What follows belongs to an exercise in optimizing a design on an open flow for small area, a short achievable clock period and few clock cycles; a production flow would make more cautious choices.
At most, simulation tests tie the RTL to the original design; equivalence was not proved.

==> try-quartz <==
// aoc_day2
module aoc_day2 (
    input         clock,
    input         reset,
    input  [63:0] data_value,
    input         data_valid,
    output        data_ready,
    output        result_valid,
    output [63:0] result_value
);
    localparam [16:0] CUT = 17'b01010101010101010;
    reg ready_q;
    reg phase;           
    always @(posedge clock) begin
        if (reset) begin
            ready_q <= 1'b0;
            phase   <= 1'b0;
        end else begin
            ready_q <= 1'b1;
            if (data_valid && ready_q) phase <= ~phase;
        end
    end
    assign data_ready = ready_q;
    wire [33:0] a_n = data_value[33:0];
    wire [9:0] ge;
    assign ge[0] = a_n >= 34'd10;
    assign ge[1] = a_n >= 34'd100;
    assign ge[2] = a_n >= 34'd1000;
    assign ge[3] = a_n >= 34'd10000;
    assign ge[4] = a_n >= 34'd100000;
    assign ge[5] = a_n >= 34'd1000000;
    assign ge[6] = a_n >= 34'd10000000;
    assign ge[7] = a_n >= 34'd100000000;
    assign ge[8] = a_n >= 34'd1000000000;
    assign ge[9] = a_n >= 34'd10000000000;
  ...
clock: 5.0 ns
lec_check: 0
cap_margin: 5
core_margin: 2
core_utilization: 65
place_density: 0.75
slew_margin: 5
run.sh (not shown) runs the stock make flow with config.mk's settings and CLKGATE_MAP_FILE= SYNTH_SCRIPT=/design/flow/synth_recipe.tcl, a recipe that flattens the netlist after the stock synthesis.
==> try-indigo: changes against try-quartz <==
--- a/flow/config.mk
+++ b/flow/config.mk
@@ -6,7 +6,7 @@
 export NUM_CORES = 4
 export LEC_CHECK = 0
-export CAP_MARGIN = 5
+export CAP_MARGIN = 20
 export CORE_MARGIN = 2
-export CORE_UTILIZATION = 65
-export PLACE_DENSITY = 0.75
-export SLEW_MARGIN = 5
+export CORE_UTILIZATION = 40
+export GPL_TIMING_DRIVEN = 0
+export SLEW_MARGIN = 20
==> impl_metrics.ini <==
[route]
met1_length_um = 48170
topRoutingLayerUsed = met5

[worst_setup_path]
critical-path-top-delay-family = adder cells

[sta]
period_needed_ps = 4813

[run_status]
status = timing/DRC/antenna clean
The numbers above come from try-quartz.

==> impl_metrics.ini <==
[run_status]
status = timing/DRC/antenna clean

[hold_path]
worstHoldStart = b_sh[14]

[worst_setup_path]
crit_type = reg2reg

[sta]
rsz0062_at_grt = true
period_needed_ps = 4876

[synth]
yosys.area_share.simple_pct = 14.73
synth-edff-count = 0
yosysUniqueCellTypes = 107
The numbers above come from try-indigo.

Function was not checked in any run of this note: the RTL went through the layout flow alone.

========
==> v28 <==
aoc_day2, a different RTL version from the one above (not shown whole).
## aoc_day2
module aoc_day2 (
    input         clock,
    input         reset,
    input  [63:0] data_value,
    input         data_valid,
    output        data_ready,
    output        result_valid,
    output [63:0] result_value
);
make LEC_CHECK=0 ABC_AREA=1 CAP_MARGIN=20 CORE_MARGIN=2 CORE_UTILIZATION=40 SETUP_SLACK_MARGIN=1.2 SLEW_MARGIN=20 SYNTH_HIERARCHICAL=1 SYNTH_MINIMUM_KEEP_SIZE=0 finish   # period 5.0 ns
==> v13: changes against v28 <==
--- a/flow/design.v
+++ b/flow/design.v
@@ -26,27 +26,12 @@
             ready_q <= 1'b1;
             if (data_valid && ready_q) phase <= ~phase;
         end
     end
     assign data_ready = ready_q;
     wire [33:0] a_n = data_value[33:0];
-    wire [9:0] ge;
-    assign ge[0] = a_n >= 34'd10;
-    assign ge[1] = a_n >= 34'd100;
-    assign ge[2] = a_n >= 34'd1000;
-    assign ge[3] = a_n >= 34'd10000;
-    assign ge[4] = a_n >= 34'd100000;
-    assign ge[5] = a_n >= 34'd1000000;
-    assign ge[6] = a_n >= 34'd10000000;
-    assign ge[7] = a_n >= 34'd100000000;
-    assign ge[8] = a_n >= 34'd1000000000;
-    assign ge[9] = a_n >= 34'd10000000000;
-    wire [3:0] a_dg = ge[9] ? 4'd10 : ge[8] ? 4'd9 : ge[7] ? 4'd8 :
-                      ge[6] ? 4'd7 : ge[5] ? 4'd6 : ge[4] ? 4'd5 :
-                      ge[3] ? 4'd4 : ge[2] ? 4'd3 : ge[1] ? 4'd2 :
-                      ge[0] ? 4'd1 : 4'd0;
     wire a_v = ~reset & data_valid & ready_q;
     wire a_e = phase;
     wire [3:0] dd1;
     aoc_add3 u_dd1 (.x({1'b0, a_n[33], a_n[32], a_n[31]}), .y(dd1));
     wire [3:0] dd2;
     aoc_add3 u_dd2 (.x({dd1[2], dd1[1], dd1[0], a_n[30]}), .y(dd2));
@@ -59,18 +44,16 @@
     wire [3:0] dd6;
     aoc_add3 u_dd6 (.x({dd4[2], dd4[1], dd4[0], a_n[27]}), .y(dd6));
     wire [3:0] dd7;
     aoc_add3 u_dd7 (.x({dd5[2], dd5[1], dd5[0], dd4[3]}), .y(dd7));
     reg [9:0] c1_bcd;
     reg [25:0] c1_n;
-    reg [3:0] c1_dg;
     reg c1_e, c1_v;
     always @(posedge clock) begin
         c1_bcd <= {dd5[3], dd7[3], dd7[2], dd7[1], dd7[0], dd6[3], dd6[2], dd6[1], dd6[0], a_n[26]};
         c1_n <= a_n[25:0];
-        c1_dg <= a_dg;
         c1_e <= a_e;
         c1_v <= ~reset & a_v;
     end
     wire [3:0] dd8;
     aoc_add3 u_dd8 (.x({c1_bcd[3], c1_bcd[2], c1_bcd[1], c1_bcd[0]}), .y(dd8));
     wire [3:0] dd9;
@@ -142,18 +125,16 @@
     wire [3:0] dd42;
     aoc_add3 u_dd42 (.x({dd37[2], dd37[1], dd37[0], dd36[3]}), .y(dd42));
     wire [3:0] dd43;
     aoc_add3 u_dd43 (.x({dd38[2], dd38[1], dd38[0], dd37[3]}), .y(dd43));
     reg [21:0] c2_bcd;
     reg [15:0] c2_n;
-    reg [3:0] c2_dg;
     reg c2_e, c2_v;
     always @(posedge clock) begin
         c2_bcd <= {dd38[3], dd43[3], dd43[2], dd43[1], dd43[0], dd42[3], dd42[2], dd42[1], dd42[0], dd41[3], dd41[2], dd41[1], dd41[0], dd40[3], dd40[2], dd40[1], dd40[0], dd39[3], dd39[2], dd39[1], dd39[0], c1_n[16]};
         c2_n <= c1_n[15:0];
-        c2_dg <= c1_dg;
         c2_e <= c1_e;
         c2_v <= ~reset & c1_v;
     end
     wire [3:0] dd44;
     aoc_add3 u_dd44 (.x({c2_bcd[3], c2_bcd[2], c2_bcd[1], c2_bcd[0]}), .y(dd44));
     wire [3:0] dd45;
@@ -285,18 +266,16 @@
     wire [3:0] dd108;
     aoc_add3 u_dd108 (.x({dd100[2], dd100[1], dd100[0], dd99[3]}), .y(dd108));
     wire [3:0] dd109;
     aoc_add3 u_dd109 (.x({dd101[2], dd101[1], dd101[0], dd100[3]}), .y(dd109));
     reg [33:0] c3_bcd;
     reg [5:0] c3_n;
-    reg [3:0] c3_dg;
     reg c3_e, c3_v;
     always @(posedge clock) begin
         c3_bcd <= {dd101[3], dd109[3], dd109[2], dd109[1], dd109[0], dd108[3], dd108[2], dd108[1], dd108[0], dd107[3], dd107[2], dd107[1], dd107[0], dd106[3], dd106[2], dd106[1], dd106[0], dd105[3], dd105[2], dd105[1], dd105[0], dd104[3], dd104[2], dd104[1], dd104[0], dd103[3], dd103[2], dd103[1], dd103[0], dd102[3], dd102[2], dd102[1], dd102[0], c2_n[6]};
         c3_n <= c2_n[5:0];
-        c3_dg <= c2_dg;
         c3_e <= c2_e;
         c3_v <= ~reset & c2_v;
     end
     wire [3:0] dd110;
     aoc_add3 u_dd110 (.x({c3_bcd[3], c3_bcd[2], c3_bcd[1], c3_bcd[0]}), .y(dd110));
     wire [3:0] dd111;
@@ -413,27 +392,28 @@
     wire [3:0] z_d5 = {dd159[2], dd159[1], dd159[0], dd158[3]};
     wire [3:0] z_d6 = {dd160[2], dd160[1], dd160[0], dd159[3]};
     wire [3:0] z_d7 = {dd161[2], dd161[1], dd161[0], dd160[3]};
     wire [3:0] z_d8 = {dd162[2], dd162[1], dd162[0], dd161[3]};
     wire [3:0] z_d9 = {dd163[2], dd163[1], dd163[0], dd162[3]};
     wire [3:0] z_d10 = {1'b0, 1'b0, 1'b0, dd163[3]};
-    wire z_k1 = (c3_dg == 4'd1) | (c3_dg == 4'd2);
-    wire z_k2 = (c3_dg == 4'd3) | (c3_dg == 4'd4);
-    wire z_k3 = (c3_dg == 4'd5) | (c3_dg == 4'd6);
-    wire z_k4 = (c3_dg == 4'd7) | (c3_dg == 4'd8);
-    wire z_even = c3_dg[0];
+    wire [3:0] z_dg = (z_d10 != 4'd0) ? 4'd10 : (z_d9 != 4'd0) ? 4'd9 : (z_d8 != 4'd0) ? 4'd8 : (z_d7 != 4'd0) ? 4'd7 : (z_d6 != 4'd0) ? 4'd6 : (z_d5 != 4'd0) ? 4'd5 : (z_d4 != 4'd0) ? 4'd4 : (z_d3 != 4'd0) ? 4'd3 : (z_d2 != 4'd0) ? 4'd2 : (z_d1 != 4'd0) ? 4'd1 : 4'd0;
+    wire z_k1 = (z_dg == 4'd1) | (z_dg == 4'd2);
+    wire z_k2 = (z_dg == 4'd3) | (z_dg == 4'd4);
+    wire z_k3 = (z_dg == 4'd5) | (z_dg == 4'd6);
+    wire z_k4 = (z_dg == 4'd7) | (z_dg == 4'd8);
+    wire z_even = z_dg[0];
     wire [19:0] z_h = z_k1 ? {16'd0, {z_d1}} : z_k2 ? {12'd0, {z_d3, z_d2}} : z_k3 ? {8'd0, {z_d5, z_d4, z_d3}} : z_k4 ? {4'd0, {z_d7, z_d6, z_d5, z_d4}} : {z_d9, z_d8, z_d7, z_d6, z_d5};
     wire [19:0] z_l = z_k1 ? {16'd0, {z_d0}} : z_k2 ? {12'd0, {z_d1, z_d0}} : z_k3 ? {8'd0, {z_d2, z_d1, z_d0}} : z_k4 ? {4'd0, {z_d3, z_d2, z_d1, z_d0}} : {z_d4, z_d3, z_d2, z_d1, z_d0};
     wire z_b = c3_e ? (z_l < z_h) : (z_l <= z_h);
     reg        y_v, y_e, y_b, y_even;
     reg [3:0]  y_dg;
     reg [19:0] y_h;
     always @(posedge clock) begin
         y_v    <= ~reset & c3_v;
         y_e    <= c3_e;
-        y_dg   <= c3_dg;
+        y_dg   <= z_dg;
         y_h    <= z_h;
         y_b    <= z_b;
         y_even <= z_even;
     end
     wire hbs1 = y_h[7] ^ y_h[9];
     wire hbc2 = y_h[7] & y_h[9];
==> qor summary <==
| quantity | v13 | v28 |
|---|---|---|
| Signal arrival time at the worst endpoint | 5.29 ns | 4.30 ns |
| Starting utilization of the core area | 40.22% | 40.23% |
| Post-synthesis instance area | 48880 um^2 | 50460 um^2 |
| Capture point of the critical path | y_b | total[57] |
| First-pass iteration count of the detailed router | 5 | 6 |
| Core footprint | 121600 um^2 | 125400 um^2 |
| Number of nets in the layout | 7775 | 8098 |
| Run status | complete, no violations | complete, no violations |
| Largest clock skew in the final design | 0.03920 ns | 0.02186 ns |
| WL met2 | 63090 um | 67770 um |
| Number of buffers other than clock buffers in the final layout | 199 | 154 |
| Hold Worst Slack | 0.3176 ns | 0.3195 ns |
| CP startpoint | c3_bcd[0] | r3_s |
| Final cell count without fillers | 8740 | 9084 |
Testbench counts of v28, summed over its fixed seeds: cycles 456.
Function not checked in v13: the RTL went through the layout flow alone.

==> re-timing with driven ports <==
In the flow no input, the clock included, has a driving cell. The finished layouts below were timed again as built, in two steps. Step 1 (the two cells are an assumption about what drives the block):
set clk [get_ports {clock}]
set_driving_cell -lib_cell sky130_fd_sc_hd__clkbuf_16 $clk
set_driving_cell -lib_cell sky130_fd_sc_hd__buf_2 [delete_from_list [all_inputs] $clk]
Step 2 moves the port delays by t, midway between the first and last clock arrival at a register: inputs arrive t later, outputs are due t later. That takes back most of the time a late clock gives input paths. Three values: ideal ports, drivers, drivers and shift; two values: the first two.
run	t, ns	setup WS [ns]	latest minus earliest clock arrival (ns)
try-quartz	0.675	0.187 / 0.187 / 0.187	0.049 / 0.049
try-indigo	0.688	0.124 / 0.124 / 0.124	0.035 / 0.035
v28	0.738	1.278 / 1.278 / 1.278	0.023 / 0.023
v13	0.726	0.250 / 0.250 / 0.250	0.042 / 0.042
After both steps every run listed still meets setup and hold.
